Context: an optimization exercise on an open-source flow, tuned for small area and a short achievable clock period. The choices shown serve that exercise and are no tape-out recipe. Only simulation tests tie the RTL to the original design; equivalence was not proved. No activity file was given, so power comes from the tool's default toggle rates.

===== design/flow/config.mk =====
export PLATFORM = sky130hd
export DESIGN_NAME = uart_top
export DESIGN_NICKNAME = uart_top
export VERILOG_FILES = /design/flow/design.v
export SDC_FILE = /design/flow/constraint.sdc
export NUM_CORES = 8
export LEC_CHECK = 0
export ABC_AREA = 1
export CAP_MARGIN = 20
export CORE_MARGIN = 2
export CORE_UTILIZATION = 40
export CTS_BUF_LIST = sky130_fd_sc_hd__clkbuf_8
export CTS_CLUSTER_DIAMETER = 100
export CTS_CLUSTER_SIZE = 30
export SLEW_MARGIN = 20

===== design/flow/constraint.sdc =====
create_clock -name core_clock -period 72.0 [get_ports {clk}]
set_input_delay 14.4000 -clock core_clock [delete_from_list [all_inputs] [get_ports {clk}]]
set_output_delay 14.4000 -clock core_clock [all_outputs]
set_load 0.01 [all_outputs]

===== design/flow/design.v =====
`timescale 1ns / 1ps
module baud_generator (
    input wire clk,
    input wire rst_n,
    input wire [15:0] baud_cfg,
    output reg baud_tick
);
    reg [15:0] b;
    reg [15:0] c2;
    wire [17:0] m3;
    wire [16:0] mc;
    assign m3[0] = c2[0];
    assign m3[1] = c2[1] ^ c2[0];
    assign mc[1] = c2[1] & c2[0];
    assign m3[2] = c2[2] ^ c2[1] ^ mc[1];
    assign mc[2] = (c2[2] & c2[1]) | (c2[2] & mc[1]) | (c2[1] & mc[1]);
    assign m3[3] = c2[3] ^ c2[2] ^ mc[2];
    assign mc[3] = (c2[3] & c2[2]) | (c2[3] & mc[2]) | (c2[2] & mc[2]);
    assign m3[4] = c2[4] ^ c2[3] ^ mc[3];
    assign mc[4] = (c2[4] & c2[3]) | (c2[4] & mc[3]) | (c2[3] & mc[3]);
    assign m3[5] = c2[5] ^ c2[4] ^ mc[4];
    assign mc[5] = (c2[5] & c2[4]) | (c2[5] & mc[4]) | (c2[4] & mc[4]);
    assign m3[6] = c2[6] ^ c2[5] ^ mc[5];
    assign mc[6] = (c2[6] & c2[5]) | (c2[6] & mc[5]) | (c2[5] & mc[5]);
    assign m3[7] = c2[7] ^ c2[6] ^ mc[6];
    assign mc[7] = (c2[7] & c2[6]) | (c2[7] & mc[6]) | (c2[6] & mc[6]);
    assign m3[8] = c2[8] ^ c2[7] ^ mc[7];
    assign mc[8] = (c2[8] & c2[7]) | (c2[8] & mc[7]) | (c2[7] & mc[7]);
    assign m3[9] = c2[9] ^ c2[8] ^ mc[8];
    assign mc[9] = (c2[9] & c2[8]) | (c2[9] & mc[8]) | (c2[8] & mc[8]);
    assign m3[10] = c2[10] ^ c2[9] ^ mc[9];
    assign mc[10] = (c2[10] & c2[9]) | (c2[10] & mc[9]) | (c2[9] & mc[9]);
    assign m3[11] = c2[11] ^ c2[10] ^ mc[10];
    assign mc[11] = (c2[11] & c2[10]) | (c2[11] & mc[10]) | (c2[10] & mc[10]);
    assign m3[12] = c2[12] ^ c2[11] ^ mc[11];
    assign mc[12] = (c2[12] & c2[11]) | (c2[12] & mc[11]) | (c2[11] & mc[11]);
    assign m3[13] = c2[13] ^ c2[12] ^ mc[12];
    assign mc[13] = (c2[13] & c2[12]) | (c2[13] & mc[12]) | (c2[12] & mc[12]);
    assign m3[14] = c2[14] ^ c2[13] ^ mc[13];
    assign mc[14] = (c2[14] & c2[13]) | (c2[14] & mc[13]) | (c2[13] & mc[13]);
    assign m3[15] = c2[15] ^ c2[14] ^ mc[14];
    assign mc[15] = (c2[15] & c2[14]) | (c2[15] & mc[14]) | (c2[14] & mc[14]);
    assign m3[16] = c2[15] ^ mc[15];
    assign m3[17] = c2[15] & mc[15];
    localparam [31:0] KBT0 = 32'h0000a22a;
    localparam [31:0] KBT1 = 32'h00aa60c6;
    localparam [31:0] KBT2 = 32'h00ccba3e;
    localparam [31:0] KBT3 = 32'h00f0cffe;
    localparam [31:0] KBT4 = 32'h00000000;
    localparam [31:0] KBT5 = 32'h00fffffe;
    wire b_small = (b[15:6] == 10'd0) && !(b[5] && b[4]);    
    wire b_ge24 = b[5] || (b[4] && b[3]);
    wire [5:0] kb_tab = {KBT5[b[4:0]], KBT4[b[4:0]], KBT3[b[4:0]], KBT2[b[4:0]], KBT1[b[4:0]], KBT0[b[4:0]]};
    wire [5:0] kb = !b_small ? 6'd0 : b_ge24 ? b[5:0] : kb_tab;
    wire e1_0 = (b[1:0] == 2'd1);
    wire e2_0 = (b[1:0] == 2'd2);
    wire e3_0 = (b[1:0] == 2'd3);
    wire p0_0 = (e1_0 & c2[0]) | (e3_0 & m3[0]);
    wire p0_1 = (e1_0 & c2[1]) | (e2_0 & c2[0]) | (e3_0 & m3[1]);
    wire p0_2 = (e1_0 & c2[2]) | (e2_0 & c2[1]) | (e3_0 & m3[2]);
    wire p0_3 = (e1_0 & c2[3]) | (e2_0 & c2[2]) | (e3_0 & m3[3]);
    wire p0_4 = (e1_0 & c2[4]) | (e2_0 & c2[3]) | (e3_0 & m3[4]);
    wire p0_5 = (e1_0 & c2[5]) | (e2_0 & c2[4]) | (e3_0 & m3[5]);
    wire p0_6 = (e1_0 & c2[6]) | (e2_0 & c2[5]) | (e3_0 & m3[6]);
    wire p0_7 = (e1_0 & c2[7]) | (e2_0 & c2[6]) | (e3_0 & m3[7]);
    wire p0_8 = (e1_0 & c2[8]) | (e2_0 & c2[7]) | (e3_0 & m3[8]);
    wire p0_9 = (e1_0 & c2[9]) | (e2_0 & c2[8]) | (e3_0 & m3[9]);
    wire p0_10 = (e1_0 & c2[10]) | (e2_0 & c2[9]) | (e3_0 & m3[10]);
    wire p0_11 = (e1_0 & c2[11]) | (e2_0 & c2[10]) | (e3_0 & m3[11]);
    wire p0_12 = (e1_0 & c2[12]) | (e2_0 & c2[11]) | (e3_0 & m3[12]);
    wire p0_13 = (e1_0 & c2[13]) | (e2_0 & c2[12]) | (e3_0 & m3[13]);
    wire p0_14 = (e1_0 & c2[14]) | (e2_0 & c2[13]) | (e3_0 & m3[14]);
    wire p0_15 = (e1_0 & c2[15]) | (e2_0 & c2[14]) | (e3_0 & m3[15]);
    wire p0_16 = (e2_0 & c2[15]) | (e3_0 & m3[16]);
    wire p0_17 = (e3_0 & m3[17]);
    wire e1_1 = (b[3:2] == 2'd1);
    wire e2_1 = (b[3:2] == 2'd2);
    wire e3_1 = (b[3:2] == 2'd3);
    wire p1_0 = (e1_1 & c2[0]) | (e3_1 & m3[0]);
    wire p1_1 = (e1_1 & c2[1]) | (e2_1 & c2[0]) | (e3_1 & m3[1]);
    wire p1_2 = (e1_1 & c2[2]) | (e2_1 & c2[1]) | (e3_1 & m3[2]);
    wire p1_3 = (e1_1 & c2[3]) | (e2_1 & c2[2]) | (e3_1 & m3[3]);
    wire p1_4 = (e1_1 & c2[4]) | (e2_1 & c2[3]) | (e3_1 & m3[4]);
    wire p1_5 = (e1_1 & c2[5]) | (e2_1 & c2[4]) | (e3_1 & m3[5]);
    wire p1_6 = (e1_1 & c2[6]) | (e2_1 & c2[5]) | (e3_1 & m3[6]);
    wire p1_7 = (e1_1 & c2[7]) | (e2_1 & c2[6]) | (e3_1 & m3[7]);
    wire p1_8 = (e1_1 & c2[8]) | (e2_1 & c2[7]) | (e3_1 & m3[8]);
    wire p1_9 = (e1_1 & c2[9]) | (e2_1 & c2[8]) | (e3_1 & m3[9]);
    wire p1_10 = (e1_1 & c2[10]) | (e2_1 & c2[9]) | (e3_1 & m3[10]);
    wire p1_11 = (e1_1 & c2[11]) | (e2_1 & c2[10]) | (e3_1 & m3[11]);
    wire p1_12 = (e1_1 & c2[12]) | (e2_1 & c2[11]) | (e3_1 & m3[12]);
    wire p1_13 = (e1_1 & c2[13]) | (e2_1 & c2[12]) | (e3_1 & m3[13]);
    wire p1_14 = (e1_1 & c2[14]) | (e2_1 & c2[13]) | (e3_1 & m3[14]);
    wire p1_15 = (e1_1 & c2[15]) | (e2_1 & c2[14]) | (e3_1 & m3[15]);
    wire p1_16 = (e2_1 & c2[15]) | (e3_1 & m3[16]);
    wire p1_17 = (e3_1 & m3[17]);
    wire e1_2 = (b[5:4] == 2'd1);
    wire e2_2 = (b[5:4] == 2'd2);
    wire e3_2 = (b[5:4] == 2'd3);
    wire p2_0 = (e1_2 & c2[0]) | (e3_2 & m3[0]);
    wire p2_1 = (e1_2 & c2[1]) | (e2_2 & c2[0]) | (e3_2 & m3[1]);
    wire p2_2 = (e1_2 & c2[2]) | (e2_2 & c2[1]) | (e3_2 & m3[2]);
    wire p2_3 = (e1_2 & c2[3]) | (e2_2 & c2[2]) | (e3_2 & m3[3]);
    wire p2_4 = (e1_2 & c2[4]) | (e2_2 & c2[3]) | (e3_2 & m3[4]);
    wire p2_5 = (e1_2 & c2[5]) | (e2_2 & c2[4]) | (e3_2 & m3[5]);
    wire p2_6 = (e1_2 & c2[6]) | (e2_2 & c2[5]) | (e3_2 & m3[6]);
    wire p2_7 = (e1_2 & c2[7]) | (e2_2 & c2[6]) | (e3_2 & m3[7]);
    wire p2_8 = (e1_2 & c2[8]) | (e2_2 & c2[7]) | (e3_2 & m3[8]);
    wire p2_9 = (e1_2 & c2[9]) | (e2_2 & c2[8]) | (e3_2 & m3[9]);
    wire p2_10 = (e1_2 & c2[10]) | (e2_2 & c2[9]) | (e3_2 & m3[10]);
    wire p2_11 = (e1_2 & c2[11]) | (e2_2 & c2[10]) | (e3_2 & m3[11]);
    wire p2_12 = (e1_2 & c2[12]) | (e2_2 & c2[11]) | (e3_2 & m3[12]);
    wire p2_13 = (e1_2 & c2[13]) | (e2_2 & c2[12]) | (e3_2 & m3[13]);
    wire p2_14 = (e1_2 & c2[14]) | (e2_2 & c2[13]) | (e3_2 & m3[14]);
    wire p2_15 = (e1_2 & c2[15]) | (e2_2 & c2[14]) | (e3_2 & m3[15]);
    wire p2_16 = (e2_2 & c2[15]) | (e3_2 & m3[16]);
    wire p2_17 = (e3_2 & m3[17]);
    wire e1_3 = (b[7:6] == 2'd1);
    wire e2_3 = (b[7:6] == 2'd2);
    wire e3_3 = (b[7:6] == 2'd3);
    wire p3_0 = (e1_3 & c2[0]) | (e3_3 & m3[0]);
    wire p3_1 = (e1_3 & c2[1]) | (e2_3 & c2[0]) | (e3_3 & m3[1]);
    wire p3_2 = (e1_3 & c2[2]) | (e2_3 & c2[1]) | (e3_3 & m3[2]);
    wire p3_3 = (e1_3 & c2[3]) | (e2_3 & c2[2]) | (e3_3 & m3[3]);
    wire p3_4 = (e1_3 & c2[4]) | (e2_3 & c2[3]) | (e3_3 & m3[4]);
    wire p3_5 = (e1_3 & c2[5]) | (e2_3 & c2[4]) | (e3_3 & m3[5]);
    wire p3_6 = (e1_3 & c2[6]) | (e2_3 & c2[5]) | (e3_3 & m3[6]);
    wire p3_7 = (e1_3 & c2[7]) | (e2_3 & c2[6]) | (e3_3 & m3[7]);
    wire p3_8 = (e1_3 & c2[8]) | (e2_3 & c2[7]) | (e3_3 & m3[8]);
    wire p3_9 = (e1_3 & c2[9]) | (e2_3 & c2[8]) | (e3_3 & m3[9]);
    wire p3_10 = (e1_3 & c2[10]) | (e2_3 & c2[9]) | (e3_3 & m3[10]);
    wire p3_11 = (e1_3 & c2[11]) | (e2_3 & c2[10]) | (e3_3 & m3[11]);
    wire p3_12 = (e1_3 & c2[12]) | (e2_3 & c2[11]) | (e3_3 & m3[12]);
    wire p3_13 = (e1_3 & c2[13]) | (e2_3 & c2[12]) | (e3_3 & m3[13]);
    wire p3_14 = (e1_3 & c2[14]) | (e2_3 & c2[13]) | (e3_3 & m3[14]);
    wire p3_15 = (e1_3 & c2[15]) | (e2_3 & c2[14]) | (e3_3 & m3[15]);
    wire e1_4 = (b[9:8] == 2'd1);
    wire e2_4 = (b[9:8] == 2'd2);
    wire e3_4 = (b[9:8] == 2'd3);
    wire p4_0 = (e1_4 & c2[0]) | (e3_4 & m3[0]);
    wire p4_1 = (e1_4 & c2[1]) | (e2_4 & c2[0]) | (e3_4 & m3[1]);
    wire p4_2 = (e1_4 & c2[2]) | (e2_4 & c2[1]) | (e3_4 & m3[2]);
    wire p4_3 = (e1_4 & c2[3]) | (e2_4 & c2[2]) | (e3_4 & m3[3]);
    wire p4_4 = (e1_4 & c2[4]) | (e2_4 & c2[3]) | (e3_4 & m3[4]);
    wire p4_5 = (e1_4 & c2[5]) | (e2_4 & c2[4]) | (e3_4 & m3[5]);
    wire p4_6 = (e1_4 & c2[6]) | (e2_4 & c2[5]) | (e3_4 & m3[6]);
    wire p4_7 = (e1_4 & c2[7]) | (e2_4 & c2[6]) | (e3_4 & m3[7]);
    wire p4_8 = (e1_4 & c2[8]) | (e2_4 & c2[7]) | (e3_4 & m3[8]);
    wire p4_9 = (e1_4 & c2[9]) | (e2_4 & c2[8]) | (e3_4 & m3[9]);
    wire p4_10 = (e1_4 & c2[10]) | (e2_4 & c2[9]) | (e3_4 & m3[10]);
    wire p4_11 = (e1_4 & c2[11]) | (e2_4 & c2[10]) | (e3_4 & m3[11]);
    wire p4_12 = (e1_4 & c2[12]) | (e2_4 & c2[11]) | (e3_4 & m3[12]);
    wire p4_13 = (e1_4 & c2[13]) | (e2_4 & c2[12]) | (e3_4 & m3[13]);
    wire e1_5 = (b[11:10] == 2'd1);
    wire e2_5 = (b[11:10] == 2'd2);
    wire e3_5 = (b[11:10] == 2'd3);
    wire p5_0 = (e1_5 & c2[0]) | (e3_5 & m3[0]);
    wire p5_1 = (e1_5 & c2[1]) | (e2_5 & c2[0]) | (e3_5 & m3[1]);
    wire p5_2 = (e1_5 & c2[2]) | (e2_5 & c2[1]) | (e3_5 & m3[2]);
    wire p5_3 = (e1_5 & c2[3]) | (e2_5 & c2[2]) | (e3_5 & m3[3]);
    wire p5_4 = (e1_5 & c2[4]) | (e2_5 & c2[3]) | (e3_5 & m3[4]);
    wire p5_5 = (e1_5 & c2[5]) | (e2_5 & c2[4]) | (e3_5 & m3[5]);
    wire p5_6 = (e1_5 & c2[6]) | (e2_5 & c2[5]) | (e3_5 & m3[6]);
    wire p5_7 = (e1_5 & c2[7]) | (e2_5 & c2[6]) | (e3_5 & m3[7]);
    wire p5_8 = (e1_5 & c2[8]) | (e2_5 & c2[7]) | (e3_5 & m3[8]);
    wire p5_9 = (e1_5 & c2[9]) | (e2_5 & c2[8]) | (e3_5 & m3[9]);
    wire p5_10 = (e1_5 & c2[10]) | (e2_5 & c2[9]) | (e3_5 & m3[10]);
    wire p5_11 = (e1_5 & c2[11]) | (e2_5 & c2[10]) | (e3_5 & m3[11]);
    wire e1_6 = (b[13:12] == 2'd1);
    wire e2_6 = (b[13:12] == 2'd2);
    wire e3_6 = (b[13:12] == 2'd3);
    wire p6_0 = (e1_6 & c2[0]) | (e3_6 & m3[0]);
    wire p6_1 = (e1_6 & c2[1]) | (e2_6 & c2[0]) | (e3_6 & m3[1]);
    wire p6_2 = (e1_6 & c2[2]) | (e2_6 & c2[1]) | (e3_6 & m3[2]);
    wire p6_3 = (e1_6 & c2[3]) | (e2_6 & c2[2]) | (e3_6 & m3[3]);
    wire p6_4 = (e1_6 & c2[4]) | (e2_6 & c2[3]) | (e3_6 & m3[4]);
    wire p6_5 = (e1_6 & c2[5]) | (e2_6 & c2[4]) | (e3_6 & m3[5]);
    wire p6_6 = (e1_6 & c2[6]) | (e2_6 & c2[5]) | (e3_6 & m3[6]);
    wire p6_7 = (e1_6 & c2[7]) | (e2_6 & c2[6]) | (e3_6 & m3[7]);
    wire p6_8 = (e1_6 & c2[8]) | (e2_6 & c2[7]) | (e3_6 & m3[8]);
    wire p6_9 = (e1_6 & c2[9]) | (e2_6 & c2[8]) | (e3_6 & m3[9]);
    wire e1_7 = (b[15:14] == 2'd1);
    wire e2_7 = (b[15:14] == 2'd2);
    wire e3_7 = (b[15:14] == 2'd3);
    wire p7_0 = (e1_7 & c2[0]) | (e3_7 & m3[0]);
    wire p7_1 = (e1_7 & c2[1]) | (e2_7 & c2[0]) | (e3_7 & m3[1]);
    wire p7_2 = (e1_7 & c2[2]) | (e2_7 & c2[1]) | (e3_7 & m3[2]);
    wire p7_3 = (e1_7 & c2[3]) | (e2_7 & c2[2]) | (e3_7 & m3[3]);
    wire p7_4 = (e1_7 & c2[4]) | (e2_7 & c2[3]) | (e3_7 & m3[4]);
    wire p7_5 = (e1_7 & c2[5]) | (e2_7 & c2[4]) | (e3_7 & m3[5]);
    wire p7_6 = (e1_7 & c2[6]) | (e2_7 & c2[5]) | (e3_7 & m3[6]);
    wire p7_7 = (e1_7 & c2[7]) | (e2_7 & c2[6]) | (e3_7 & m3[7]);
    wire s1;
    wire k2;
    wire s3;
    wire k4;
    wire s5;
    wire k6;
    wire s7;
    wire k8;
    wire s9;
    wire k10;
    wire s11;
    wire k12;
    wire s13;
    wire k14;
    wire s15;
    wire k16;
    wire s17;
    wire k18;
    wire s19;
    wire k20;
    wire s21;
    wire k22;
    wire s23;
    wire k24;
    wire s25;
    wire k26;
    wire s27;
    wire k28;
    wire s29;
    wire k30;
    wire s31;
    wire k32;
    wire s33;
    wire k34;
    wire s35;
    wire k36;
    wire s37;
    wire k38;
    wire s39;
    wire k40;
    wire s41;
    wire k42;
    wire s43;
    wire k44;
    wire s45;
    wire k46;
    wire s47;
    wire k48;
    wire s49;
    wire k50;
    wire s51;
    wire k52;
    wire s53;
    wire k54;
    wire s55;
    wire k56;
    wire s57;
    wire k58;
    wire s59;
    wire k60;
    wire s61;
    wire k62;
    wire s63;
    wire k64;
    wire s65;
    wire k66;
    wire s67;
    wire k68;
    wire s69;
    wire k70;
    wire s71;
    wire k72;
    wire s73;
    wire k74;
    wire s75;
    wire k76;
    wire s77;
    wire k78;
    wire s79;
    wire k80;
    wire s81;
    wire k82;
    wire s83;
    wire k84;
    wire s85;
    wire k86;
    wire s87;
    wire k88;
    wire s89;
    wire k90;
    wire s91;
    wire k92;
    wire s93;
    wire k94;
    wire s95;
    wire k96;
    wire s97;
    wire k98;
    wire s99;
    wire k100;
    wire s101;
    wire k102;
    wire s103;
    wire k104;
    wire s105;
    wire k106;
    wire s107;
    wire k108;
    wire s109;
    wire k110;
    wire s111;
    wire k112;
    wire s113;
    wire k114;
    wire s115;
    wire k116;
    wire s117;
    wire k118;
    wire s119;
    wire k120;
    wire s121;
    wire k122;
    wire s123;
    wire k124;
    wire s125;
    wire k126;
    wire s127;
    wire k128;
    wire s129;
    wire k130;
    wire s131;
    wire k132;
    wire s133;
    wire k134;
    wire s135;
    wire k136;
    wire s137;
    wire k138;
    wire s139;
    wire k140;
    wire s141;
    wire k142;
    wire s143;
    wire k144;
    wire s145;
    wire k146;
    wire s147;
    wire k148;
    wire s149;
    wire k150;
    wire s151;
    wire k152;
    wire s153;
    wire k154;
    wire s155;
    wire k156;
    wire s157;
    wire k158;
    wire s159;
    wire k160;
    wire s161;
    wire k162;
    wire s163;
    wire k164;
    wire s165;
    wire k166;
    wire s167;
    wire k168;
    wire s169;
    wire k170;
    wire s171;
    wire k172;
    wire s173;
    wire k174;
    wire s175;
    wire k176;
    wire s177;
    wire k178;
    wire r179;
    wire r180;
    wire r181;
    wire r182;
    wire r183;
    wire r184;
    wire r185;
    wire r186;
    wire r187;
    wire r188;
    wire r189;
    wire r190;
    wire r191;
    wire r192;
    wire r193;
    wire r194;
    wire r195;
    wire r196;
    wire r197;
    wire r198;
    wire r199;
    wire r200;
    assign s1 = p0_12 ^ p1_10 ^ p2_8;
    assign k2 = (p0_12 & p1_10) | (p0_12 & p2_8) | (p1_10 & p2_8);
    assign s3 = p0_13 ^ p1_11 ^ p2_9;
    assign k4 = (p0_13 & p1_11) | (p0_13 & p2_9) | (p1_11 & p2_9);
    assign s5 = p0_14 ^ p1_12 ^ p2_10;
    assign k6 = (p0_14 & p1_12) | (p0_14 & p2_10) | (p1_12 & p2_10);
    assign s7 = p3_8 ^ p4_6 ^ p5_4;
    assign k8 = (p3_8 & p4_6) | (p3_8 & p5_4) | (p4_6 & p5_4);
    assign s9 = p0_15 ^ p1_13 ^ p2_11;
    assign k10 = (p0_15 & p1_13) | (p0_15 & p2_11) | (p1_13 & p2_11);
    assign s11 = p3_9 ^ p4_7 ^ p5_5;
    assign k12 = (p3_9 & p4_7) | (p3_9 & p5_5) | (p4_7 & p5_5);
    assign s13 = p0_16 ^ p1_14 ^ p2_12;
    assign k14 = (p0_16 & p1_14) | (p0_16 & p2_12) | (p1_14 & p2_12);
    assign s15 = p3_10 ^ p4_8 ^ p5_6;
    assign k16 = (p3_10 & p4_8) | (p3_10 & p5_6) | (p4_8 & p5_6);
    assign s17 = p6_4 ^ p7_2;
    assign k18 = p6_4 & p7_2;
    assign s19 = p0_17 ^ p1_15 ^ p2_13;
    assign k20 = (p0_17 & p1_15) | (p0_17 & p2_13) | (p1_15 & p2_13);
    assign s21 = p3_11 ^ p4_9 ^ p5_7;
    assign k22 = (p3_11 & p4_9) | (p3_11 & p5_7) | (p4_9 & p5_7);
    assign s23 = p6_5 ^ p7_3 ^ kb[1];
    assign k24 = (p6_5 & p7_3) | (p6_5 & kb[1]) | (p7_3 & kb[1]);
    assign s25 = p1_16 ^ p2_14 ^ p3_12;
    assign k26 = (p1_16 & p2_14) | (p1_16 & p3_12) | (p2_14 & p3_12);
    assign s27 = p4_10 ^ p5_8 ^ p6_6;
    assign k28 = (p4_10 & p5_8) | (p4_10 & p6_6) | (p5_8 & p6_6);
    assign s29 = p7_4 ^ kb[2];
    assign k30 = p7_4 & kb[2];
    assign s31 = p1_17 ^ p2_15 ^ p3_13;
    assign k32 = (p1_17 & p2_15) | (p1_17 & p3_13) | (p2_15 & p3_13);
    assign s33 = p4_11 ^ p5_9 ^ p6_7;
    assign k34 = (p4_11 & p5_9) | (p4_11 & p6_7) | (p5_9 & p6_7);
    assign s35 = p7_5 ^ kb[3];
    assign k36 = p7_5 & kb[3];
    assign s37 = p2_16 ^ p3_14 ^ p4_12;
    assign k38 = (p2_16 & p3_14) | (p2_16 & p4_12) | (p3_14 & p4_12);
    assign s39 = p5_10 ^ p6_8 ^ p7_6;
    assign k40 = (p5_10 & p6_8) | (p5_10 & p7_6) | (p6_8 & p7_6);
    assign s43 = p2_17 ^ p3_15 ^ p4_13;
    assign k44 = (p2_17 & p3_15) | (p2_17 & p4_13) | (p3_15 & p4_13);
    assign s45 = p5_11 ^ p6_9 ^ p7_7;
    assign k46 = (p5_11 & p6_9) | (p5_11 & p7_7) | (p6_9 & p7_7);
    assign s47 = p0_6 ^ p1_4;
    assign k48 = p0_6 & p1_4;
    assign s49 = p0_7 ^ p1_5 ^ p2_3;
    assign k50 = (p0_7 & p1_5) | (p0_7 & p2_3) | (p1_5 & p2_3);
    assign s51 = p0_8 ^ p1_6 ^ p2_4;
    assign k52 = (p0_8 & p1_6) | (p0_8 & p2_4) | (p1_6 & p2_4);
    assign s53 = p0_9 ^ p1_7 ^ p2_5;
    assign k54 = (p0_9 & p1_7) | (p0_9 & p2_5) | (p1_7 & p2_5);
    assign s55 = p0_10 ^ p1_8 ^ p2_6;
    assign k56 = (p0_10 & p1_8) | (p0_10 & p2_6) | (p1_8 & p2_6);
    assign s57 = p3_4 ^ p4_2;
    assign k58 = p3_4 & p4_2;
    assign s59 = p0_11 ^ p1_9 ^ p2_7;
    assign k60 = (p0_11 & p1_9) | (p0_11 & p2_7) | (p1_9 & p2_7);
    assign s61 = p3_5 ^ p4_3 ^ p5_1;
    assign k62 = (p3_5 & p4_3) | (p3_5 & p5_1) | (p4_3 & p5_1);
    assign s63 = s1 ^ p3_6 ^ p4_4;
    assign k64 = (s1 & p3_6) | (s1 & p4_4) | (p3_6 & p4_4);
    assign s65 = p5_2 ^ p6_0 ^ 1'b1;
    assign k66 = (p5_2 & p6_0) | (p5_2 & 1'b1) | (p6_0 & 1'b1);
    assign s67 = s3 ^ p3_7 ^ p4_5;
    assign k68 = (s3 & p3_7) | (s3 & p4_5) | (p3_7 & p4_5);
    assign s69 = p5_3 ^ p6_1 ^ k2;
    assign k70 = (p5_3 & p6_1) | (p5_3 & k2) | (p6_1 & k2);
    assign s71 = s5 ^ s7 ^ p6_2;
    assign k72 = (s5 & s7) | (s5 & p6_2) | (s7 & p6_2);
    assign s73 = p7_0 ^ 1'b1 ^ k4;
    assign k74 = (p7_0 & 1'b1) | (p7_0 & k4) | (1'b1 & k4);
    assign s75 = s9 ^ s11 ^ p6_3;
    assign k76 = (s9 & s11) | (s9 & p6_3) | (s11 & p6_3);
    assign s77 = p7_1 ^ k6 ^ k8;
    assign k78 = (p7_1 & k6) | (p7_1 & k8) | (k6 & k8);
    assign s79 = s13 ^ s15 ^ s17;
    assign k80 = (s13 & s15) | (s13 & s17) | (s15 & s17);
    assign s81 = kb[0] ^ k10 ^ k12;
    assign k82 = (kb[0] & k10) | (kb[0] & k12) | (k10 & k12);
    assign s83 = s19 ^ s21 ^ s23;
    assign k84 = (s19 & s21) | (s19 & s23) | (s21 & s23);
    assign s85 = k14 ^ k16 ^ k18;
    assign k86 = (k14 & k16) | (k14 & k18) | (k16 & k18);
    assign s87 = s25 ^ s27 ^ s29;
    assign k88 = (s25 & s27) | (s25 & s29) | (s27 & s29);
    assign s89 = k20 ^ k22 ^ k24;
    assign k90 = (k20 & k22) | (k20 & k24) | (k22 & k24);
    assign s91 = s31 ^ s33 ^ s35;
    assign k92 = (s31 & s33) | (s31 & s35) | (s33 & s35);
    assign s93 = k26 ^ k28 ^ k30;
    assign k94 = (k26 & k28) | (k26 & k30) | (k28 & k30);
    assign s95 = s37 ^ s39 ^ ~kb[4];
    assign k96 = (s37 & s39) | (s37 & ~kb[4]) | (s39 & ~kb[4]);
    assign s97 = k32 ^ k34 ^ k36;
    assign k98 = (k32 & k34) | (k32 & k36) | (k34 & k36);
    assign s99 = s43 ^ s45 ^ kb[5];
    assign k100 = (s43 & s45) | (s43 & kb[5]) | (s45 & kb[5]);
    assign s101 = k38 ^ k40 ^ kb[4];
    assign k102 = (k38 & k40) | (k38 & kb[4]) | (k40 & kb[4]);
    assign s103 = p0_4 ^ p1_2;
    assign k104 = p0_4 & p1_2;
    assign s105 = p0_5 ^ p1_3 ^ p2_1;
    assign k106 = (p0_5 & p1_3) | (p0_5 & p2_1) | (p1_3 & p2_1);
    assign s107 = s47 ^ p2_2 ^ p3_0;
    assign k108 = (s47 & p2_2) | (s47 & p3_0) | (p2_2 & p3_0);
    assign s109 = s49 ^ p3_1 ^ 1'b1;
    assign k110 = (s49 & p3_1) | (s49 & 1'b1) | (p3_1 & 1'b1);
    assign s111 = s51 ^ p3_2 ^ p4_0;
    assign k112 = (s51 & p3_2) | (s51 & p4_0) | (p3_2 & p4_0);
    assign s113 = s53 ^ p3_3 ^ p4_1;
    assign k114 = (s53 & p3_3) | (s53 & p4_1) | (p3_3 & p4_1);
    assign s115 = s55 ^ s57 ^ p5_0;
    assign k116 = (s55 & s57) | (s55 & p5_0) | (s57 & p5_0);
    assign s117 = s59 ^ s61 ^ k56;
    assign k118 = (s59 & s61) | (s59 & k56) | (s61 & k56);
    assign s119 = s63 ^ s65 ^ k60;
    assign k120 = (s63 & s65) | (s63 & k60) | (s65 & k60);
    assign s121 = s67 ^ s69 ^ k64;
    assign k122 = (s67 & s69) | (s67 & k64) | (s69 & k64);
    assign s123 = s71 ^ s73 ^ k68;
    assign k124 = (s71 & s73) | (s71 & k68) | (s73 & k68);
    assign s125 = s75 ^ s77 ^ k72;
    assign k126 = (s75 & s77) | (s75 & k72) | (s77 & k72);
    assign s127 = s79 ^ s81 ^ k76;
    assign k128 = (s79 & s81) | (s79 & k76) | (s81 & k76);
    assign s129 = s83 ^ s85 ^ k80;
    assign k130 = (s83 & s85) | (s83 & k80) | (s85 & k80);
    assign s131 = s87 ^ s89 ^ k84;
    assign k132 = (s87 & s89) | (s87 & k84) | (s89 & k84);
    assign s133 = s91 ^ s93 ^ k88;
    assign k134 = (s91 & s93) | (s91 & k88) | (s93 & k88);
    assign s135 = s95 ^ s97 ^ k92;
    assign k136 = (s95 & s97) | (s95 & k92) | (s97 & k92);
    assign s137 = s99 ^ s101 ^ k96;
    assign k138 = (s99 & s101) | (s99 & k96) | (s101 & k96);
    assign s139 = p0_2 ^ p1_0;
    assign k140 = p0_2 & p1_0;
    assign s141 = p0_3 ^ p1_1;
    assign k142 = p0_3 & p1_1;
    assign s143 = s103 ^ p2_0 ^ 1'b1;
    assign k144 = (s103 & p2_0) | (s103 & 1'b1) | (p2_0 & 1'b1);
    assign s145 = s105 ^ 1'b1 ^ k104;
    assign k146 = (s105 & 1'b1) | (s105 & k104) | (1'b1 & k104);
    assign s147 = s107 ^ 1'b1 ^ k106;
    assign k148 = (s107 & 1'b1) | (s107 & k106) | (1'b1 & k106);
    assign s149 = s109 ^ k48 ^ k108;
    assign k150 = (s109 & k48) | (s109 & k108) | (k48 & k108);
    assign s151 = s111 ^ k50 ^ k110;
    assign k152 = (s111 & k50) | (s111 & k110) | (k50 & k110);
    assign s153 = s113 ^ k52 ^ k112;
    assign k154 = (s113 & k52) | (s113 & k112) | (k52 & k112);
    assign s155 = s115 ^ k54 ^ k114;
    assign k156 = (s115 & k54) | (s115 & k114) | (k54 & k114);
    assign s157 = s117 ^ k58 ^ k116;
    assign k158 = (s117 & k58) | (s117 & k116) | (k58 & k116);
    assign s159 = s119 ^ k62 ^ k118;
    assign k160 = (s119 & k62) | (s119 & k118) | (k62 & k118);
    assign s161 = s121 ^ k66 ^ k120;
    assign k162 = (s121 & k66) | (s121 & k120) | (k66 & k120);
    assign s163 = s123 ^ k70 ^ k122;
    assign k164 = (s123 & k70) | (s123 & k122) | (k70 & k122);
    assign s165 = s125 ^ k74 ^ k124;
    assign k166 = (s125 & k74) | (s125 & k124) | (k74 & k124);
    assign s167 = s127 ^ k78 ^ k126;
    assign k168 = (s127 & k78) | (s127 & k126) | (k78 & k126);
    assign s169 = s129 ^ k82 ^ k128;
    assign k170 = (s129 & k82) | (s129 & k128) | (k82 & k128);
    assign s171 = s131 ^ k86 ^ k130;
    assign k172 = (s131 & k86) | (s131 & k130) | (k86 & k130);
    assign s173 = s133 ^ k90 ^ k132;
    assign k174 = (s133 & k90) | (s133 & k132) | (k90 & k132);
    assign s175 = s135 ^ k94 ^ k134;
    assign k176 = (s135 & k94) | (s135 & k134) | (k94 & k134);
    assign s177 = s137 ^ k98 ^ k136;
    assign k178 = (s137 & k98) | (s137 & k136) | (k98 & k136);
    assign r179 = p0_0 & 1'b1;
    assign r180 = (p0_1 & 1'b1) | (p0_1 & r179) | (1'b1 & r179);
    assign r181 = (s139 & 1'b1) | (s139 & r180) | (1'b1 & r180);
    assign r182 = (s141 & k140) | (s141 & r181) | (k140 & r181);
    assign r183 = (s143 & k142) | (s143 & r182) | (k142 & r182);
    assign r184 = (s145 & k144) | (s145 & r183) | (k144 & r183);
    assign r185 = (s147 & k146) | (s147 & r184) | (k146 & r184);
    assign r186 = (s149 & k148) | (s149 & r185) | (k148 & r185);
    assign r187 = (s151 & k150) | (s151 & r186) | (k150 & r186);
    assign r188 = (s153 & k152) | (s153 & r187) | (k152 & r187);
    assign r189 = (s155 & k154) | (s155 & r188) | (k154 & r188);
    assign r190 = (s157 & k156) | (s157 & r189) | (k156 & r189);
    assign r191 = (s159 & k158) | (s159 & r190) | (k158 & r190);
    assign r192 = (s161 & k160) | (s161 & r191) | (k160 & r191);
    assign r193 = (s163 & k162) | (s163 & r192) | (k162 & r192);
    assign r194 = (s165 & k164) | (s165 & r193) | (k164 & r193);
    assign r195 = (s167 & k166) | (s167 & r194) | (k166 & r194);
    assign r196 = (s169 & k168) | (s169 & r195) | (k168 & r195);
    assign r197 = (s171 & k170) | (s171 & r196) | (k170 & r196);
    assign r198 = (s173 & k172) | (s173 & r197) | (k172 & r197);
    assign r199 = (s175 & k174) | (s175 & r198) | (k174 & r198);
    assign r200 = (s177 & k176) | (s177 & r199) | (k176 & r199);
    wire gt = r200;
    wire hi = ((e2_3 & c2[15]) | (e3_3 & m3[16])) | ((e3_3 & m3[17])) | ((e1_4 & c2[14]) | (e2_4 & c2[13]) | (e3_4 & m3[14])) | ((e1_4 & c2[15]) | (e2_4 & c2[14]) | (e3_4 & m3[15])) | ((e2_4 & c2[15]) | (e3_4 & m3[16])) | ((e3_4 & m3[17])) | ((e1_5 & c2[12]) | (e2_5 & c2[11]) | (e3_5 & m3[12])) | ((e1_5 & c2[13]) | (e2_5 & c2[12]) | (e3_5 & m3[13])) | ((e1_5 & c2[14]) | (e2_5 & c2[13]) | (e3_5 & m3[14])) | ((e1_5 & c2[15]) | (e2_5 & c2[14]) | (e3_5 & m3[15])) | ((e2_5 & c2[15]) | (e3_5 & m3[16])) | ((e3_5 & m3[17])) | ((e1_6 & c2[10]) | (e2_6 & c2[9]) | (e3_6 & m3[10])) | ((e1_6 & c2[11]) | (e2_6 & c2[10]) | (e3_6 & m3[11])) | ((e1_6 & c2[12]) | (e2_6 & c2[11]) | (e3_6 & m3[12])) | ((e1_6 & c2[13]) | (e2_6 & c2[12]) | (e3_6 & m3[13])) | ((e1_6 & c2[14]) | (e2_6 & c2[13]) | (e3_6 & m3[14])) | ((e1_6 & c2[15]) | (e2_6 & c2[14]) | (e3_6 & m3[15])) | ((e2_6 & c2[15]) | (e3_6 & m3[16])) | ((e3_6 & m3[17])) | ((e1_7 & c2[8]) | (e2_7 & c2[7]) | (e3_7 & m3[8])) | ((e1_7 & c2[9]) | (e2_7 & c2[8]) | (e3_7 & m3[9])) | ((e1_7 & c2[10]) | (e2_7 & c2[9]) | (e3_7 & m3[10])) | ((e1_7 & c2[11]) | (e2_7 & c2[10]) | (e3_7 & m3[11])) | ((e1_7 & c2[12]) | (e2_7 & c2[11]) | (e3_7 & m3[12])) | ((e1_7 & c2[13]) | (e2_7 & c2[12]) | (e3_7 & m3[13])) | ((e1_7 & c2[14]) | (e2_7 & c2[13]) | (e3_7 & m3[14])) | ((e1_7 & c2[15]) | (e2_7 & c2[14]) | (e3_7 & m3[15])) | ((e2_7 & c2[15]) | (e3_7 & m3[16])) | ((e3_7 & m3[17])) | k44 | k46 | k100 | k102 | k138 | k178;
    wire cond = hi | gt;
    wire [16:0] c2_t;
    wire [15:0] c2_inc;
    assign c2_t[0] = 1'b1;
    genvar gi;
    generate for (gi = 0; gi < 16; gi = gi + 1) begin : g_inc
        assign c2_inc[gi] = c2[gi] ^ c2_t[gi];
        assign c2_t[gi + 1] = c2[gi] & c2_t[gi];
    end endgenerate
    always @(posedge clk) b <= (baud_cfg == 16'd0) ? 16'd9600 : baud_cfg;
    always @(posedge clk or negedge rst_n) begin
        if (!rst_n) begin
            c2 <= 16'd2;
            baud_tick <= 1'b0;
        end else begin
            baud_tick <= cond;
            c2 <= cond ? 16'd2 : c2_inc;
        end
    end
endmodule
`timescale 1ns / 1ps
module uart_tx (
    input wire clk,
    input wire rst_n,
    input wire tx_start,
    input wire [7:0] tx_data,
    input wire baud_tick,
    output reg tx,
    output reg tx_busy,
    output reg tx_done
);
    localparam [3:0] IDLE = 4'd6, START = 4'd7, STOP = 4'd0;
    reg [3:0] state;
    reg [7:0] data;            
    wire idle = (state == IDLE);
    wire stop = (state == STOP);
    wire [3:0] state_inc = {state[3] ^ (state[2] & state[1] & state[0]),
                            state[2] ^ (state[1] & state[0]),
                            state[1] ^ state[0],
                            ~state[0]};
    always @(posedge clk)
        if (idle && tx_start) data <= tx_data;
    always @(posedge clk or negedge rst_n) begin
        if (!rst_n) begin
            state   <= IDLE;
            tx      <= 1'b1;
            tx_busy <= 1'b0;
            tx_done <= 1'b0;
        end else begin
            tx_busy <= !idle || tx_start;
            tx_done <= stop && baud_tick;
            tx      <= state[3] ? data[state[2:0]] : (state != START);
            if (idle) begin
                if (tx_start) state <= START;
            end else if (baud_tick) begin
                state <= stop ? IDLE : state_inc;
            end
        end
    end
endmodule
`timescale 1ns / 1ps
module uart_rx (
    input wire clk,
    input wire rst_n,
    input wire rx,
    input wire baud_tick,
    output reg [7:0] rx_data,
    output reg rx_valid,
    output reg frame_error,
    output wire parity_error,
    output reg overrun_error
);
    localparam [3:0] IDLE = 4'd6, START = 4'd7, STOP = 4'd0;
    assign parity_error = 1'b0;
    reg rx_sync1, rx_sync2;
    reg [2:0] rx_filter;
    reg rx_filtered;
    reg [3:0] div16;           
    reg [3:0] sample_count;    
    reg [3:0] state;
    reg [6:0] shift_lo;        
    reg shift_hi;
    wire baud_pulse = baud_tick && (div16 == 4'd0);
    wire mid = baud_tick && (sample_count == 4'd7);
    wire idle = (state == IDLE);
    wire stop = (state == STOP);
    wire data_st = state[3];
    function [3:0] inc4;
        input [3:0] x;
        inc4 = {x[3] ^ (x[2] & x[1] & x[0]), x[2] ^ (x[1] & x[0]), x[1] ^ x[0], ~x[0]};
    endfunction
    always @(posedge clk) begin
        rx_sync1 <= rx;
        rx_sync2 <= rx_sync1;
        if (baud_tick)
            sample_count <= idle ? 4'd0 : inc4(sample_count);
        if (data_st && mid)
            shift_lo <= {shift_hi, shift_lo[6:1]};
    end
    always @(posedge clk or negedge rst_n) begin
        if (!rst_n) begin
            rx_filter     <= 3'b111;
            rx_filtered   <= 1'b1;
            div16         <= 4'd0;
            state         <= IDLE;
            shift_hi      <= 1'b0;
            rx_data       <= 8'd0;
            rx_valid      <= 1'b0;
            frame_error   <= 1'b0;
            overrun_error <= 1'b0;
        end else begin
            if (baud_tick) begin
                div16       <= inc4(div16);
                rx_filter   <= {rx_filter[1:0], rx_sync2};
                rx_filtered <= (rx_filter[2] & rx_filter[1]) |
                               (rx_filter[2] & rx_filter[0]) |
                               (rx_filter[1] & rx_filter[0]);
            end
            if (data_st && mid)
                shift_hi <= rx_filtered;
            rx_valid <= stop && baud_pulse;
            if (stop && baud_pulse) begin
                rx_data       <= {shift_hi, shift_lo};
                overrun_error <= 1'b0;
            end else if (rx_valid) begin
                overrun_error <= 1'b1;
            end
            if (idle)
                frame_error <= 1'b0;
            else if (stop && mid && !rx_filtered)
                frame_error <= 1'b1;
            case (state)
                IDLE:    if (baud_tick && !rx_filtered) state <= START;
                START:   if (mid) state <= rx_filtered ? IDLE : 4'd8;
                STOP:    if (baud_pulse) state <= IDLE;
                default: if (baud_pulse) state <= inc4(state);    
            endcase
        end
    end
endmodule
`timescale 1ns / 1ps
module uart_protocol_checker (
    input wire clk,
    input wire rst_n,
    input wire rx_valid,
    input wire [7:0] rx_data,
    input wire frame_error,
    input wire overrun_error,
    output reg [7:0] frame_error_count,
    output wire [7:0] parity_error_count,
    output reg [7:0] overrun_error_count,
    output reg [7:0] break_count,
    output reg break_detected,
    output reg [15:0] bytes_received,
    output reg [15:0] packets_received,
    input wire clear_stats
);
    assign parity_error_count = 8'd0;
    function [7:0] inc8;
        input [7:0] x;
        input en;
        integer i;
        reg c;
        begin
            c = en;
            for (i = 0; i < 8; i = i + 1) begin
                inc8[i] = x[i] ^ c;
                c = c & x[i];
            end
        end
    endfunction
    function [15:0] inc16;
        input [15:0] x;
        input en;
        integer i;
        reg c;
        begin
            c = en;
            for (i = 0; i < 16; i = i + 1) begin
                inc16[i] = x[i] ^ c;
                c = c & x[i];
            end
        end
    endfunction
    reg [3:0] zeros;
    reg [1:0] idle_count;      
    reg prev_rx_valid, prev_frame_error, prev_overrun_error;
    wire zero_frame = (rx_data == 8'd0) && frame_error;
    wire ff_frame = (rx_data == 8'hFF);
    always @(posedge clk or negedge rst_n) begin
        if (!rst_n) begin
            zeros          <= 4'd0;
            break_detected <= 1'b0;
        end else begin
            break_detected <= rx_valid && zero_frame && (zeros == 4'd9);
            if (rx_valid) begin
                if (!zero_frame)
                    zeros <= 4'd0;
                else if (zeros != 4'd10)
                    zeros <= {zeros[3] ^ (zeros[2] & zeros[1] & zeros[0]),
                              zeros[2] ^ (zeros[1] & zeros[0]),
                              zeros[1] ^ zeros[0],
                              ~zeros[0]};
            end
        end
    end
    wire pkt_inc = rx_valid && !ff_frame && (idle_count == 2'd3);
    always @(posedge clk or negedge rst_n) begin
        if (!rst_n) begin
            idle_count          <= 2'd0;
            packets_received    <= 16'd0;
            frame_error_count   <= 8'd0;
            overrun_error_count <= 8'd0;
            break_count         <= 8'd0;
            bytes_received      <= 16'd0;
            prev_rx_valid       <= 1'b0;
            prev_frame_error    <= 1'b0;
            prev_overrun_error  <= 1'b0;
        end else if (clear_stats) begin
            packets_received    <= 16'd0;
            frame_error_count   <= 8'd0;
            overrun_error_count <= 8'd0;
            break_count         <= 8'd0;
            bytes_received      <= 16'd0;
        end else begin
            if (rx_valid) begin
                if (ff_frame)
                    idle_count <= {idle_count[1] | idle_count[0], idle_count[1] | ~idle_count[0]};
                else
                    idle_count <= 2'd0;
            end
            packets_received    <= inc16(packets_received, pkt_inc);
            bytes_received      <= inc16(bytes_received, rx_valid && !prev_rx_valid);
            frame_error_count   <= inc8(frame_error_count, frame_error && !prev_frame_error);
            overrun_error_count <= inc8(overrun_error_count, overrun_error && !prev_overrun_error);
            break_count         <= inc8(break_count, break_detected);
            prev_rx_valid      <= rx_valid;
            prev_frame_error   <= frame_error;
            prev_overrun_error <= overrun_error;
        end
    end
endmodule
`timescale 1ns / 1ps
module uart_top #(
    parameter CLOCK_FREQ = 50000000,
    parameter DEFAULT_BAUD = 9600,
    parameter DATA_WIDTH = 8,
    parameter STOP_BITS = 1,
    parameter PARITY_EN = 0,
    parameter OVERSAMPLING = 16
) (
    input wire clk,
    input wire rst_n,
    input wire rx,
    output wire tx,
    input wire tx_start,
    input wire [DATA_WIDTH-1:0] tx_data,
    output wire tx_busy,
    output wire tx_done,
    output wire [DATA_WIDTH-1:0] rx_data,
    output wire rx_valid,
    input wire [15:0] baud_cfg,
    output wire frame_error,
    output wire parity_error,
    output wire overrun_error,
    output wire break_detected,
    output wire [7:0] frame_error_count,
    output wire [7:0] parity_error_count,
    output wire [7:0] overrun_error_count,
    output wire [7:0] break_count,
    output wire [15:0] bytes_received,
    output wire [15:0] packets_received,
    input wire clear_stats
);
    wire baud_tick;
    baud_generator baud_gen (
        .clk(clk),
        .rst_n(rst_n),
        .baud_cfg(baud_cfg),
        .baud_tick(baud_tick)
    );
    uart_tx uart_transmitter (
        .clk(clk),
        .rst_n(rst_n),
        .tx_start(tx_start),
        .tx_data(tx_data),
        .baud_tick(baud_tick),
        .tx(tx),
        .tx_busy(tx_busy),
        .tx_done(tx_done)
    );
    uart_rx uart_receiver (
        .clk(clk),
        .rst_n(rst_n),
        .rx(rx),
        .baud_tick(baud_tick),
        .rx_data(rx_data),
        .rx_valid(rx_valid),
        .frame_error(frame_error),
        .parity_error(parity_error),
        .overrun_error(overrun_error)
    );
    uart_protocol_checker protocol_checker (
        .clk(clk),
        .rst_n(rst_n),
        .rx_valid(rx_valid),
        .rx_data(rx_data),
        .frame_error(frame_error),
        .overrun_error(overrun_error),
        .frame_error_count(frame_error_count),
        .parity_error_count(parity_error_count),
        .overrun_error_count(overrun_error_count),
        .break_count(break_count),
        .break_detected(break_detected),
        .bytes_received(bytes_received),
        .packets_received(packets_received),
        .clear_stats(clear_stats)
    );
endmodule

===== design/flow/flow/run.sh =====
#!/bin/bash
export BUFFER_PORTS_ARGS="-buffer_cell sky130_fd_sc_hd__buf_1"
export CTS_ARGS="-sink_clustering_enable -repair_clock_nets -buf_list sky130_fd_sc_hd__clkbuf_8 -root_buf sky130_fd_sc_hd__clkbuf_16 -sink_clustering_size 20 -sink_clustering_max_diameter 200 -sink_clustering_levels 1 -dont_use_dummy_load"
bash standard.sh > standard.log 2>&1

===== design/flow/standard.sh =====
#!/bin/bash
# synth_recipe.tcl (not shown) runs the flow's synth.tcl, then flattens the netlist and writes it again
# the make line also repeats each setting of config.mk as NAME=value (left out here)
make -C /OpenROAD-flow-scripts/flow DESIGN_CONFIG=/design/flow/config.mk WORK_HOME=/design/flow/orfs CLKGATE_MAP_FILE= SYNTH_SCRIPT=/design/flow/synth_recipe.tcl "${@:-finish}"

==> results of run 1 <==
## worst min path at each step
stage | to | slack (ps) | cells after the start
floorplan | uart_receiver.rx_sync2 | 310 | 0
global placement | uart_receiver.rx_sync2 | 320 | 0
detailed placement | uart_receiver.rx_sync2 | 320 | 0
CTS | uart_receiver.rx_sync2 | 340 | 0
global route | uart_receiver.rx_sync2 | 350 | 0
finish | uart_receiver.rx_sync2 | 330 | 0
## cells by family after synthesis
family	after synthesis	synth area share (%)
AOI/OAI and AO/OA	212	13.2
xor gates and xnor gates	13	1.02
adders and majority gates	186	26.6
buffers and inverters	328	11.5
DFF	151	33.9
other	1	0.0335
and+or+nand+nor	375	13.7
## flip-flops by register name (all words and copies together) (netlist names), 2 cells and up
signal / cells
baud_gen.b: 16
baud_gen.c2: 16
protocol_checker.break_count: 8
protocol_checker.bytes_received: 16
protocol_checker.frame_error_count: 8
protocol_checker.idle_count: 2
protocol_checker.overrun_error_count: 8
protocol_checker.packets_received: 16
protocol_checker.zeros: 4
uart_receiver.div16: 4
uart_receiver.rx_data: 8
uart_receiver.rx_filter: 3
uart_receiver.sample_count: 4
uart_receiver.shift_lo: 7
uart_receiver.state: 4
uart_transmitter.data: 8
uart_transmitter.state: 4
## metal layers
metal | track usage, % | routed length [um] | share of wire [%]
met1 | 28.6 | 12600 | 42
met4 | 9.29 | 1260 | 4.2
met5 | 0 | 0 | 0
met2 | 31.6 | 13200 | 45
met3 | 4.58 | 2670 | 9.0
## area by class of cell
class,count,area (um^2)
fillers,2784,15600
multi-input cells,795,6140
flip-flops and latches,151,3800
inverters,257,965
well taps,378,473
repair buffers,106,429
clock buffers,17,245
## cells in the final DEF (no fill, tap or decap), drive strengths merged, types with 4 or more instances in the layout
master / n
fa: 87
conb: 9
dfrtp: 104
xnor2: 7
buf: 104
o22ai: 34
nor4: 10
ha: 99
o221ai: 80
inv: 248
nor2: 126
o21ai: 32
edfxtp: 19
xor2: 6
a22oi: 4
clkinv: 9
o211ai: 4
a21oi: 41
nor3: 6
dfxtp: 18
nand2: 201
dfstp: 10
nand4: 10
nand3: 18
clkbuf: 19
## metrics by stage
step                setup slack (ps)  total power, mW  std cells  util, %  instance area [um^2]
floorplan                      56590            0.304       1274        -                 11200
global placement               56120            0.368       1687     42.7                 11800
detailed placement             56090            0.373       1687     42.7                 11800
CTS                            56500            0.424       1704     43.6                 12000
global route                   56300            0.467       1704     43.6                 12000
finish                         56500            0.420       1704     43.6                 12000
## power groups by stage
stage / logic [mW] / clock network, mW / registers [mW]
after floorplan: 0.195 / 0 / 0.109
after global placement: 0.252 / 0 / 0.116
after detailed placement: 0.257 / 0 / 0.116
after CTS: 0.258 / 0.0507 / 0.115
after global routing: 0.296 / 0.0537 / 0.117
final: 0.256 / 0.0485 / 0.115
## worst register-to-register path, delay by kind of cell (launching register included)
kind / cells / cell delay (ps)
buffers and inverters: 4 / 310
AOI/OAI and AO/OA: 2 / 230
adders and majority gates: 19 / 8270
DFF: 1 / 790
and+or+nand+nor: 13 / 1110
==> results.json, run 1 <==
{
  "fmax_mhz": 64.5,
  "worstSetupStartpoint": "baud_cfg[1]",
  "p_int_uw": 219,
  "yosysWarnings": 4,
  "crit_end": "baud_gen.b[10]",
  "period_needed_ps": 15500,
  "arrival_ps": 15790,
  "grt_max_degree": 72,
  "synth_top_cell_by_area": "dfrtp_1",
  "cts_tree": "done",
  "path_depth": 4,
  "avgSynthCellArea_um2": 8.84,
  "cts_buffers": 17,
  "netlist_area_um2": 11200,
  "path_buf_inv": 1,
  "timing.rr.end": "baud_gen.c2[15]",
  "diodes": 0,
  "clock_latency_ps": 380,
  "drive_gt1_share_pct": 3.77,
  "syn_inst": 1266,
  "vias": 9080,
  "grt_pass1_vias": 8616,
  "crit_chain": "buf_1, nor4_1, nand4_1, nand2_1",
  "hold_viol": 0,
  "final_nets": 1543,
  "switching_share_pct": 47.9,
  "antenna_found_initial": 0,
  "die_w_um": 171,
  "ff2ff_setup_slack_ps": 61150,
  "required_ps": 72300,
  "reg2reg_from": "baud_gen.c2[0]",
  "design.core.area_um2": 27600,
  "cts_hold_buf": 0,
  "ys_async_sr_fraction_pct": 75.5,
  "hold_path_class": "flip-flop to flip-flop",
  "r2r_cells": 38,
  "hold_start": "uart_receiver.rx_sync1",
  "yosys.area.top_type_share_pct": 23.3,
  "initial_core_util_pct": 40.5,
  "synthFlopType": "dfrtp_1",
  "path_clk_slew_ps": 60,
  "cts.sink_count": 151,
  "cts_root_buf": "clkbuf_16",
  "fp.dieArea_um2": 29300,
  "switchingPower_uw": 201,
  "post-route-drc-count": 0,
  "drv_slew": 0,
  "wl_per_cell_um": 17.4,
  "yosysSeqAreaShare_pct": 33.9,
  "fin_tns_setup_ps": 0,
  "slowest_stage": "nor4_1",
  "crit_type": "input port to flip-flop",
  "finClkSkew_ps": 26.8,
  "path_max_fanout": 4,
  "post_cts_resized": 0,
  "synthTopCellsByCount": "inv_1 (248), nand2_1 (198), nor2_1 (117)",
  "ys_seq_elements": 151,
  "htree_levels": 4,
  "vias_per_cell": 5.33,
  "drt_iter0_drc": 1038,
  "maxSlewHeadroom_pct": 26.2,
  "grt_remaining_overflow": 0,
  "period_share_pct": 21.5,
  "slowest_delay_ps": 840,
  "cts_buffer_depth": 2,
  "leakage_nw": 5.83,
  "pin_count": 109,
  "io_buffers": 99,
  "maxCapViolCount": 0,
  "clkPwrFrac_pct": 11.6,
  "synth_enable_flop_cells": 19,
  "p_comb_share_pct": 61.0,
  "crit_family": "simple AND/OR/NAND/NOR gates",
  "areaGrowthSynthToFinish_pct": 7.69,
  "post_cts_buffers": 0,
  "tightestPinTransition_ps": 1100,
  "place_congestion": 1.01,
  "rsz0062_at_grt": "false",
  "drtAntennaViolNets": 0,
  "dr.pass1.iters": 6,
  "critPathCaptureType": "flip-flop",
  "synth_cell_types": 44,
  "powerDensity_nw_per_um2": 34.8,
  "hold_ws_ps": 332,
  "grt_pass1_wl_um": 46700,
  "start_kind": "input port",
  "synth.most_common_cell": "inv_1",
  "wl_um": 29700,
  "grtUsageTotal_pct": 20.8,
  "synth_area_leaders": "dfrtp_1 (23%), fa_1 (16%), ha_1 (11%)",
  "hpwl_um": 22600,
  "seq_power_share_pct": 27.4,
  "rows": 61,
  "peakVddDrop_mv": 0.0175,
  "outcome": "complete, no violations",
  "die_h_um": 171,
  "setup-violations-final": 0
}
==> run 2, diff against run 1 <==
==> design/flow/flow/run.sh (replaced) <==
#!/bin/bash
# Own flow: the standard flow (standard.sh: unchanged synthesis and steps) with
#  - the port buffers that buffer_ports inserts chosen as the smallest buffer, and
#  - clock tree synthesis without dummy loads.
# make's full output goes to standard.log; ORFS keeps each step's log under orfs/logs.
export BUFFER_PORTS_ARGS="-buffer_cell sky130_fd_sc_hd__buf_1"
export CTS_ARGS="-sink_clustering_enable -repair_clock_nets -buf_list sky130_fd_sc_hd__clkbuf_8 -sink_clustering_size 30 -sink_clustering_max_diameter 100 -dont_use_dummy_load"
bash standard.sh > standard.log 2>&1
--- a/design/flow/config.mk
+++ b/design/flow/config.mk
@@ -8,7 +8,7 @@
 export ABC_AREA = 1
 export CAP_MARGIN = 20
 export CORE_MARGIN = 2
-export CORE_UTILIZATION = 40
+export CORE_UTILIZATION = 60
 export CTS_BUF_LIST = sky130_fd_sc_hd__clkbuf_8
 export CTS_CLUSTER_DIAMETER = 100
 export CTS_CLUSTER_SIZE = 30
==> results.json, run 2 <==
{
  "maxCapViolCount": 0,
  "yosysSeqAreaShare_pct": 33.9,
  "wl_per_cell_um": 18.8,
  "final_nets": 1543,
  "place_congestion": 1.07,
  "initial_core_util_pct": 61.6,
  "cts_buffers": 17,
  "pin_count": 109,
  "path_buf_inv": 1,
  "synthTopCellsByCount": "inv_1 (248), nand2_1 (198), nor2_1 (117)",
  "synthFlopType": "dfrtp_1",
  "synth_cell_types": 44,
  "cts_root_buf": "clkbuf_8",
  "fillers": 1612,
  "cts_buffer_depth": 2,
  "tightestPinTransition_ps": 1240,
  "synth_enable_flop_cells": 19,
  "hold_path_class": "flip-flop to flip-flop",
  "die_h_um": 141,
  "ys_async_sr_fraction_pct": 75.5,
  "grt_max_degree": 69,
  "vias": 9072,
  "fin_ws_ps": 56500,
  "netlist_area_um2": 11200,
  "final_util_pct": 65.3,
  "final_cells": 1555,
  "yosys.area.top_type_share_pct": 23.3,
  "crit_type": "flip-flop to primary output",
  "slowest_delay_ps": 520,
  "ys_seq_elements": 151,
  "required_ps": 57600,
  "path_max_fanout": 1,
  "powerDensity_nw_per_um2": 35.5,
  "drtAntennaViolNets": 0,
  "multi_input_area_um2": 6140,
  "design.core.area_um2": 18100,
  "regArea_um2": 3800,
  "grt_pass1_wl_um": 47200,
  "setup-violations-final": 0,
  "dr.pass1.iters": 5,
  "synth_top_cell_by_area": "dfrtp_1",
  "finClkSkew_ps": 38.9,
  "start_kind": "flip-flop",
  "antenna_found_initial": 0,
  "io_buffers": 99,
  "drive_gt1_share_pct": 3.77,
  "htree_levels": 4,
  "place_inst": 1538,
  "areaGrowthSynthToFinish_pct": 5.94,
  "slowest_stage": "dfstp_2",
  "grt_pass1_vias": 8850,
  "period_needed_ps": 15500,
  "layout_commonest_cell": "inv_1",
  "maxSlewHeadroom_pct": 17.4,
  "drv_slew": 0,
  "wl_um": 29300,
  "peakVddDrop_mv": 0.0258,
  "grt_remaining_overflow": 0,
  "die_w_um": 141,
  "post_cts_buffers": 0,
  "drt_iter0_drc": 937,
  "hpwl_um": 22000,
  "p_total_uw": 421,
  "avgSynthCellArea_um2": 8.84,
  "path_clk_slew_ps": 60,
  "cts.sink_count": 151,
  "rsz0062_at_grt": "false",
  "post-route-drc-count": 0,
  "diodes": 0,
  "post_cts_resized": 0,
  "crit_chain": "buf_1",
  "final_cell_mix": "inv_1 (248), nand2_1 (198), nor2_1 (117)",
  "vias_per_cell": 5.83,
  "synth_area_leaders": "dfrtp_1 (23%), fa_1 (16%), ha_1 (11%)",
  "clock_latency_ps": 450,
  "leakage_nw": 5.82,
  "grtUsageTotal_pct": 30.8,
  "fp.dieArea_um2": 19800,
  "yosysWarnings": 4,
  "outcome": "complete, no violations",
  "dp_slack_ps": 56130,
  "fmax_mhz": 64.5,
  "syn_inst": 1266,
  "crit_family": "flip-flops",
  "critPathCaptureType": "primary output",
  "synth.most_common_cell": "inv_1",
  "rows": 49,
  "fin_tns_setup_ps": 0,
  "cts_hold_buf": 0,
  "hold_viol": 0,
  "period_share_pct": 21.5,
  "cts_tree": "done",
  "arrival_ps": 1100
}
==> run 2: cell counts after synthesis <==
Identical to the previous run, type by type.
==> run 2: logic make-up after synthesis <==
kind of cell | Yosys count | share of synthesized area [%]
fa+ha+maj | 186 | 26.6
other cells | 1 | 0.0335
simple gates | 375 | 13.7
xor+xnor | 13 | 1.02
flops | 151 | 33.9
buf+inv | 328 | 11.5
compound gates | 212 | 13.2
==> run 2: power breakdown <==
group | switching, mW | internal (mW)
clock network | 0.0266 | 0.0208
logic | 0.160 | 0.0977
registers | 0.0167 | 0.0990
==> run 2: layout make-up <==
cell class,instances,share of cell area [%]
Tap cell,229,2.42
Multi-Input combinational cell,795,51.8
Clock buffer,17,1.97
Inverter,257,8.14
Timing Repair Buffer,106,3.62
Sequential cell,151,32.0
==> run 2: worst paths after layout <==
check	cells after the start	startpoint	to	slack (ps)
min in group asynchronous	1	rst_n	protocol_checker.packets_received[15]	13980
min	0	uart_receiver.rx_sync1	uart_receiver.rx_sync2	330
max	1	uart_transmitter.tx	tx	56500
max reg2reg	30	baud_gen.c2[0]	baud_gen.c2[3]	61040
max in group asynchronous	2	rst_n	baud_gen.c2[8]	56660
min reg2reg	0	uart_receiver.rx_sync1	uart_receiver.rx_sync2	330
==> run 2: per-layer routing <==
metal	wire, um	track usage, %
met1	12500	44.1
met2	12500	45.2
met3	3310	8.58
met4	1030	11.4
met5	0	0
==> run 2: through the flow <==
stage,hold WS (ps),instance area [um^2]
floorplan,310,11200
finish,333,11900
detailed placement,319,11600
global route,342,11900
CTS,334,11900
global placement,313,11600
==> run 2: worst reg2reg max path, delay by kind of cell (launching register included) <==
kind	cells	cell delay, ps
adders and majority gates	19	8230
and+or+nand+nor	7	1360
DFF	1	730
AOI/OAI and AO/OA	2	340
buffers and inverters	2	220
==> run 3, diff against run 2 <==
--- a/design/flow/config.mk
+++ b/design/flow/config.mk
@@ -8,7 +8,7 @@
 export ABC_AREA = 1
 export CAP_MARGIN = 20
 export CORE_MARGIN = 2
-export CORE_UTILIZATION = 60
+export CORE_UTILIZATION = 75
 export CTS_BUF_LIST = sky130_fd_sc_hd__clkbuf_8
 export CTS_CLUSTER_DIAMETER = 100
 export CTS_CLUSTER_SIZE = 30
==> results.json, run 3 <==
{
  "path_clk_slew_ps": 60,
  "cts.sink_count": 151,
  "antenna_found_initial": 0,
  "die_w_um": 126,
  "crit_family": "flip-flops",
  "ys_async_sr_fraction_pct": 75.5,
  "post-route-drc-count": 0,
  "cts_hold_buf": 0,
  "path_max_fanout": 1,
  "fillers": 875,
  "maxCapViolCount": 0,
  "synthTopCellsByCount": "inv_1 (248), nand2_1 (198), nor2_1 (117)",
  "synthFlopType": "dfrtp_1",
  "yosys.area.top_type_share_pct": 23.3,
  "vias_per_cell": 6.50,
  "yosysWarnings": 4,
  "tightestPinTransition_ps": 1020,
  "cts_buffers": 17,
  "crit_type": "flip-flop to primary output",
  "ys_seq_elements": 151,
  "diodes": 0,
  "drtAntennaViolNets": 0,
  "final_cell_mix": "inv_1 (248), nand2_1 (198), nor2_1 (116)",
  "synth_top_cell_by_area": "dfrtp_1",
  "final_cells": 1510,
  "vias": 9815,
  "pin_count": 109,
  "peakVddDrop_mv": 0.0312,
  "drt_iter0_drc": 1431,
  "dr.pass1.iters": 9,
  "initial_core_util_pct": 77.0,
  "grt_pass1_vias": 10208,
  "finClkSkew_ps": 38.2,
  "grt_pass1_wl_um": 52000,
  "outcome": "complete, no violations",
  "synth_enable_flop_cells": 19,
  "cts_root_buf": "clkbuf_8",
  "place_inst": 1493,
  "slowest_stage": "dfstp_2",
  "design.core.area_um2": 14500,
  "hold_path_class": "flip-flop to flip-flop",
  "crit_chain": "buf_1",
  "synth_area_leaders": "dfrtp_1 (23%), fa_1 (16%), ha_1 (11%)",
  "cts_buffer_depth": 2,
  "period_needed_ps": 15500,
  "rows": 44,
  "maxSlewHeadroom_pct": 30.4,
  "grt_max_degree": 70,
  "drive_gt1_share_pct": 3.85,
  "drv_slew": 0,
  "grt_remaining_overflow": 0,
  "arrival_ps": 1100,
  "fin_tns_setup_ps": 0,
  "layout_commonest_cell": "inv_1",
  "post_cts_resized": 0,
  "areaGrowthSynthToFinish_pct": 5.45,
  "path_buf_inv": 1,
  "clock_latency_ps": 470,
  "die_h_um": 126,
  "period_share_pct": 21.5,
  "synth_cell_types": 44,
  "post_cts_buffers": 0,
  "final_nets": 1543,
  "avgSynthCellArea_um2": 8.84,
  "wl_per_cell_um": 21.4,
  "leakage_nw": 5.82,
  "powerDensity_nw_per_um2": 36.8,
  "place_congestion": 1.04,
  "cts_tree": "done",
  "hpwl_um": 23800,
  "fp.dieArea_um2": 15900,
  "grtUsageTotal_pct": 42.3,
  "wl_um": 32300,
  "critPathCaptureType": "primary output",
  "yosysSeqAreaShare_pct": 33.9,
  "syn_inst": 1266,
  "hold_viol": 0,
  "io_buffers": 99,
  "slowest_delay_ps": 520,
  "rsz0062_at_grt": "false",
  "setup-violations-final": 0,
  "ff2ff_setup_slack_ps": 60850,
  "fmax_mhz": 64.5,
  "htree_levels": 4,
  "netlist_area_um2": 11200,
  "required_ps": 57600,
  "synth.most_common_cell": "inv_1",
  "start_kind": "flip-flop"
}
[run 3: changes by cell type in the layout (fill, tap and decap cells not counted)]
cell	before	now
nor2_2	9	10
nor2_1	117	116
a2111oi_1	1	0
a2111oi_0	0	1
[run 3: cell type report]
type	instances	area [um^2]	share of cell area, %
multi-input combinational	795	6140	52.1
sequential	151	3800	32.2
inverter	257	965	8.18
timing repair buffer	106	429	3.64
clock buffer	17	234	1.98
tap	184	230	1.95
[run 3: where the power goes]
| part | total (mW) | switching [mW] | internal (mW) |
|---|---|---|---|
| sequential | 0.117 | 0.0177 | 0.0990 |
| combinational | 0.270 | 0.171 | 0.0995 |
| clock | 0.0474 | 0.0266 | 0.0208 |
| total | 0.434 | 0.215 | 0.219 |
[run 3: kinds of logic after synthesis]
| family | share of synthesized area, % |
|---|---|
| AOI/OAI and AO/OA | 13.2 |
| xor gates and xnor gates | 1.02 |
| adders and majority gates | 26.6 |
| buffers and inverters | 11.5 |
| DFF | 33.9 |
| other | 0.0335 |
| and+or+nand+nor | 13.7 |
[run 3: stage by stage]
stage / utilization [%] / cell area (um^2) / power [mW] / hold WS [ps] / worst slack [ps]
after floorplan: - / 11200 / 0.304 / 310 / 56590
after global placement: 79.5 / 11600 / 0.364 / 313 / 56210
after detailed placement: 79.5 / 11600 / 0.380 / 312 / 56190
after CTS: 81.1 / 11800 / 0.428 / 327 / 56480
after global routing: 81.2 / 11800 / 0.470 / 347 / 56370
final: 81.2 / 11800 / 0.434 / 326 / 56500
[run 3: path summary, 6_finish.rpt]
check | from | end | cells past startpoint
max in group asynchronous | rst_n | uart_receiver.div16[1] | 2
min in group asynchronous | rst_n | protocol_checker.packets_received[7] | 1
worst min register to register | uart_receiver.rx_sync1 | uart_receiver.rx_sync2 | 0
worst max register to register | baud_gen.c2[0] | baud_gen.c2[0] | 30
worst max-delay path | uart_transmitter.tx | tx | 1
worst min-delay path | uart_receiver.rx_sync1 | uart_receiver.rx_sync2 | 0
[run 3: metal layers]
metal,part of all wire [%],up-vias,global-route usage (%)
met3,12,208,12.4
met4,5.8,0,20.2
met1,36,4601,52.6
met2,46,788,68.3
li1,-,4218,-
met5,0,-,0

## afterwards: timing with drivers on the ports
No port has a modelled driver above. Below, the same layouts with a new extraction and two added sets of constraints.
Step 1 assumes that a clkbuf_16 drives the clock port and a buf_2 every other input.
Step 2 moves the port delays by t, midway between the first and last clock arrival at a register: inputs arrive t later, outputs are due t later. That takes back most of the time a late clock gives input paths.
a / b / c = ideal ports / drivers / drivers and shift; a / b = the first two.
run	t (ns)	setup WS [ns]	slew at the worst register clock pin (ns)
run 1	0.409	56.504 / 56.526 / 56.116	0.09 / 0.09
run 2	0.471	56.497 / 56.455 / 56.210	0.10 / 0.10
run 3	0.487	56.497 / 56.456 / 56.211	0.09 / 0.09
After both steps every run listed still meets setup and hold. The setup slack of run 1, which loses most, moves by +0.022 ns with the drivers and by -0.388 ns with both steps. Setup slack includes reset recovery checks.
